Context: an optimization exercise on an open-source flow, tuned for small area, a short achievable clock period and few clock cycles per item. The choices shown serve that exercise and are no tape-out recipe. Only simulation tests tie the RTL to the original design; equivalence was not proved. The flow treats the clock pin as an ideal source, which a real chip does not have. Power figures rest on the tool's default switching activity, not on a simulated workload.

// sobel_gx_gy
module sobel_gx_gy#(
    parameter p_data_bits = 8
) (
    input wire i_clk,
    input wire i_rst,
    output wire busy_out,
    input wire valid_in,
    input wire [9*p_data_bits-1:0] data_in,
    output reg valid_out,
    output reg [p_data_bits-1:0] data_out_gx,
    output reg [p_data_bits-1:0] data_out_gy
);
wire [7:0] a00 = data_in[71:64];
wire [7:0] a10 = data_in[63:56];
wire [7:0] a20 = data_in[55:48];
wire [7:0] a01 = data_in[47:40];
wire [7:0] a21 = data_in[31:24];
wire [7:0] a02 = data_in[23:16];
wire [7:0] a12 = data_in[15:8];
wire [7:0] a22 = data_in[7:0];
wire [7:0] n20 = ~a20;
wire [7:0] n21 = ~a21;
wire [7:0] n22 = ~a22;
wire [7:0] n02 = ~a02;
wire [7:0] n12 = ~a12;
assign busy_out = 1'b0;
wire tx0_0__s1 = a00[0] ^ a02[0] ^ n20[0];
wire tx0_0__c2 = (a00[0] & a02[0]) | (a00[0] & n20[0]) | (a02[0] & n20[0]);
wire tx0_1__s3 = a00[1] ^ a02[1] ^ a01[0];
wire tx0_1__c4 = (a00[1] & a02[1]) | (a00[1] & a01[0]) | (a02[1] & a01[0]);
wire tx0_1__s5 = n20[1] ^ n22[1] ^ n21[0];
wire tx0_1__c6 = (n20[1] & n22[1]) | (n20[1] & n21[0]) | (n22[1] & n21[0]);
wire tx0_2__s7 = a00[2] ^ a02[2] ^ a01[1];
wire tx0_2__c8 = (a00[2] & a02[2]) | (a00[2] & a01[1]) | (a02[2] & a01[1]);
wire tx0_2__s9 = n20[2] ^ n22[2] ^ n21[1];
wire tx0_2__c10 = (n20[2] & n22[2]) | (n20[2] & n21[1]) | (n22[2] & n21[1]);
wire tx0_3__s11 = a00[3] ^ a02[3] ^ a01[2];
wire tx0_3__c12 = (a00[3] & a02[3]) | (a00[3] & a01[2]) | (a02[3] & a01[2]);
wire tx0_3__s13 = n20[3] ^ n22[3] ^ n21[2];
wire tx0_3__c14 = (n20[3] & n22[3]) | (n20[3] & n21[2]) | (n22[3] & n21[2]);
wire tx0_4__s15 = a00[4] ^ a02[4] ^ a01[3];
wire tx0_4__c16 = (a00[4] & a02[4]) | (a00[4] & a01[3]) | (a02[4] & a01[3]);
wire tx0_4__s17 = n20[4] ^ n22[4] ^ n21[3];
wire tx0_4__c18 = (n20[4] & n22[4]) | (n20[4] & n21[3]) | (n22[4] & n21[3]);
wire tx0_5__s19 = a00[5] ^ a02[5] ^ a01[4];
wire tx0_5__c20 = (a00[5] & a02[5]) | (a00[5] & a01[4]) | (a02[5] & a01[4]);
wire tx0_5__s21 = n20[5] ^ n22[5] ^ n21[4];
wire tx0_5__c22 = (n20[5] & n22[5]) | (n20[5] & n21[4]) | (n22[5] & n21[4]);
wire tx0_6__s23 = a00[6] ^ a02[6] ^ a01[5];
wire tx0_6__c24 = (a00[6] & a02[6]) | (a00[6] & a01[5]) | (a02[6] & a01[5]);
wire tx0_6__s25 = n20[6] ^ n22[6] ^ n21[5];
wire tx0_6__c26 = (n20[6] & n22[6]) | (n20[6] & n21[5]) | (n22[6] & n21[5]);
  ...
export LEC_CHECK = 0
export ABC_AREA = 1
export CAP_MARGIN = 20
export CORE_MARGIN = 2
export CORE_UTILIZATION = 65
export SLEW_MARGIN = 20
create_clock -name core_clock -period 4.2 [get_ports {i_clk}]
standard.sh (not shown) runs the stock make flow with config.mk's settings and CLKGATE_MAP_FILE= SYNTH_SCRIPT=/design/flow/synth_recipe.tcl, a recipe that flattens the netlist after the stock synthesis.
==> flow/flow/run.sh <==
#!/bin/bash
# Standard ORFS layout with these changes:
#  - Yosys's synth runs with -noabc, so its generic ABC pass does not
#    restructure the written-out carry-save adders before extract_fa maps them
#    to full-adder cells (the registers and the final ABC mapping are as in
#    the standard synthesis);
#  - clock tree synthesis adds no dummy loads;
#  - the port buffers are plain buf_1 cells instead of the resizer's default
#    pick (a 10 um2 delay buffer);
#  - after clock tree synthesis, flow/skew.tcl puts a clock buffer in front of
#    the output registers, so their clock arrives a little later.  This gives
#    the register-to-register paths that end there more time; the input paths
#    are untouched, and the output paths only lose slack.
set -euo pipefail
export BUFFER_PORTS_ARGS="-buffer_cell sky130_fd_sc_hd__buf_1"
export SYNTH_ARGS="-noabc"
# ORFS cts.tcl arguments, plus -dont_use_dummy_load (no dummy clock loads)
export CTS_ARGS="-sink_clustering_enable -repair_clock_nets -dont_use_dummy_load"
R=orfs/results/sky130hd/sobel_gx_gy/base
bash standard.sh cts > orfs_to_cts.log 2>&1
SKEW_IN=$R/4_cts.odb SKEW_OUT=$R/4_cts_skew.odb SKEW_CELL=sky130_fd_sc_hd__clkbuf_4 \
  openroad -no_init -exit flow/skew.tcl > skew.log 2>&1
mv -f $R/4_cts_skew.odb $R/4_cts.odb
bash standard.sh finish > orfs_finish.log 2>&1
==> flow/flow/skew.tcl <==
# Delay the clock of the output registers (data_out_*, valid_out) by putting
# one clock buffer between each leaf clock net and the output registers on it.
# These registers end the pipeline's internal register-to-register paths; the
# later clock gives those paths more time and leaves the input paths alone.
set odb_in  $::env(SKEW_IN)
set odb_out $::env(SKEW_OUT)
set cell    $::env(SKEW_CELL)
read_db $odb_in
set db [ord::get_db]
set block [ord::get_db_block]
set master [$db findMaster $cell]
set groups [dict create]
foreach inst [$block getInsts] {
  set n [$inst getName]
  if {[string match {data_out_g*} $n] || [string match {valid_out*} $n]} {
    set it [$inst findITerm CLK]
    if {$it eq "NULL" || $it eq ""} { continue }
    set net [$it getNet]
    dict lappend groups [$net getName] $it
  }
}
set k 0
dict for {netname iterms} $groups {
  set net [$block findNet $netname]
  set nn [odb::dbNet_create $block "skewnet_$k"]
  $nn setSigType CLOCK
  set buf [odb::dbInst_create $block $master "skewbuf_$k"]
  # place at the centroid of the sinks
  set sx 0; set sy 0
  foreach it $iterms {
    set inst [$it getInst]
    set bb [$inst getBBox]
    set sx [expr {$sx + [$bb xMin]}]; set sy [expr {$sy + [$bb yMin]}]
    $it disconnect
    $it connect $nn
  }
  set cnt [llength $iterms]
  $buf setLocation [expr {$sx / $cnt}] [expr {$sy / $cnt}]
  $buf setPlacementStatus PLACED
  [$buf findITerm A] connect $net
  [$buf findITerm X] connect $nn
  puts "skew: buffer skewbuf_$k on $netname drives $cnt output registers"
  incr k
}
detailed_placement
check_placement
write_db $odb_out
The baseline completed without violations.
Testbench counts at the start, summed over its fixed seeds: cycles 3,216, items 3,200.
Change:
--- a/flow/flow/run.sh
+++ b/flow/flow/run.sh
@@ -11,5 +11,7 @@
 #    the output registers, so their clock arrives a little later.  This gives
 #    the register-to-register paths that end there more time; the input paths
-#    are untouched, and the output paths only lose slack.
+#    are untouched, and the output paths only lose slack;
+#  - then flow/swap.tcl lets the resizer swap equivalent input pins (only that)
+#    aiming at a period of about 1.6 ns.
 set -euo pipefail
 export BUFFER_PORTS_ARGS="-buffer_cell sky130_fd_sc_hd__buf_1"
@@ -21,4 +23,7 @@
 SKEW_IN=$R/4_cts.odb SKEW_OUT=$R/4_cts_skew.odb SKEW_CELL=sky130_fd_sc_hd__clkbuf_4 \
   openroad -no_init -exit flow/skew.tcl > skew.log 2>&1
-mv -f $R/4_cts_skew.odb $R/4_cts.odb
+SWAP_IN=$R/4_cts_skew.odb SWAP_SDC=$R/4_cts.sdc SWAP_OUT=$R/4_cts_swap.odb SWAP_MARGIN=2.6 \
+  openroad -no_init -exit flow/swap.tcl > swap.log 2>&1
+mv -f $R/4_cts_swap.odb $R/4_cts.odb
+rm -f $R/4_cts_skew.odb
 bash standard.sh finish > orfs_finish.log 2>&1
==> flow/flow/swap.tcl (new file) <==
# Pin swapping only: let the resizer move critical signals onto the faster
# of a cell's equivalent input pins (no cell is added, removed or resized).
read_liberty $::env(FLOW_HOME)/platforms/sky130hd/lib/sky130_fd_sc_hd__tt_025C_1v80.lib
read_db $::env(SWAP_IN)
read_sdc $::env(SWAP_SDC)
source $::env(FLOW_HOME)/platforms/sky130hd/setRC.tcl
set_propagated_clock [all_clocks]
estimate_parasitics -placement
report_worst_slack -max
repair_timing -setup -setup_margin $::env(SWAP_MARGIN) -sequence swap -skip_last_gasp
report_worst_slack -max
write_db $::env(SWAP_OUT)
The changed run completed without violations.
Routed wire length is about the same.
Synthesized cell count is unchanged.
Setup slack is better by 38 ps.
Power is about the same.
Final cell count is unchanged.
Clock skew barely changes.
Combinational power is about the same.
Hold slack stays flat.
Die area stays the same.
Change:
--- a/flow/flow/run.sh
+++ b/flow/flow/run.sh
@@ -9,5 +9,6 @@
 #    pick (a 10 um2 delay buffer);
 #  - after clock tree synthesis, flow/skew.tcl puts a clock buffer in front of
-#    the output registers, so their clock arrives a little later.  This gives
+#    the output registers (clkbuf_1, _2 or _4 by load), so their clock arrives
+#    a little later.  This gives
 #    the register-to-register paths that end there more time; the input paths
 #    are untouched, and the output paths only lose slack;
@@ -21,5 +22,5 @@
 R=orfs/results/sky130hd/sobel_gx_gy/base
 bash standard.sh cts > orfs_to_cts.log 2>&1
-SKEW_IN=$R/4_cts.odb SKEW_OUT=$R/4_cts_skew.odb SKEW_CELL=sky130_fd_sc_hd__clkbuf_4 \
+SKEW_SMALL=1 SKEW_IN=$R/4_cts.odb SKEW_OUT=$R/4_cts_skew.odb SKEW_CELL=sky130_fd_sc_hd__clkbuf_4 \
   openroad -no_init -exit flow/skew.tcl > skew.log 2>&1
 SWAP_IN=$R/4_cts_skew.odb SWAP_SDC=$R/4_cts.sdc SWAP_OUT=$R/4_cts_swap.odb SWAP_MARGIN=2.6 \
--- a/flow/flow/skew.tcl
+++ b/flow/flow/skew.tcl
@@ -21,9 +21,24 @@
 }
 set k 0
+if {[info exists ::env(SKEW_SINGLE)]} {
+  # one buffer for all output registers, fed from the leaf net that has most of them
+  set best ""; set bn 0; set all {}
+  dict for {netname iterms} $groups {
+    set all [concat $all $iterms]
+    if {[llength $iterms] > $bn} { set bn [llength $iterms]; set best $netname }
+  }
+  set groups [dict create $best $all]
+}
 dict for {netname iterms} $groups {
   set net [$block findNet $netname]
   set nn [odb::dbNet_create $block "skewnet_$k"]
   $nn setSigType CLOCK
-  set buf [odb::dbInst_create $block $master "skewbuf_$k"]
+  set cnt [llength $iterms]
+  set m $master
+  if {[info exists ::env(SKEW_SMALL)]} {
+    # smaller buffers for the small groups
+    if {$cnt <= 2} { set m [$db findMaster sky130_fd_sc_hd__clkbuf_1] } elseif {$cnt <= 5} { set m [$db findMaster sky130_fd_sc_hd__clkbuf_2] }
+  }
+  set buf [odb::dbInst_create $block $m "skewbuf_$k"]
   # place at the centroid of the sinks
   set sx 0; set sy 0
CORE_UTILIZATION = 55   (was 65)
Worst hold slack is about the same. Final area barely changes. Power went down by 1.2%.

## static timing again, ports no longer ideal
The results above use ideal ports. As a check the final layouts listed here were re-extracted and re-timed, cells and wires unchanged. Step 1, drivers: a clkbuf_16 drives i_clk and a buf_2 each remaining input, both assumed. Step 2 also shifts input and output timing later by t, the mid clock arrival at the registers, as if the neighbouring blocks saw the same clock. a / b / c = ideal / step 1 / step 2; a / b = the first two.
run | t (ns) | setup WS [ns] | worst register clock-pin slew, ns | cell pins on the clock port's net
the first run | 0.402 | 2.378 / 2.386 / 1.983 | 0.08 / 0.08 | 1
the second run | 0.402 | 2.416 / 2.418 / 2.019 | 0.08 / 0.08 | 1
the third run | 0.405 | 2.425 / 2.418 / 2.025 | 0.09 / 0.09 | 1
After both steps setup and hold are still met in every run listed. The setup slack of the third run, which loses most, moves by -0.007 ns with the drivers and by -0.400 ns with both steps.
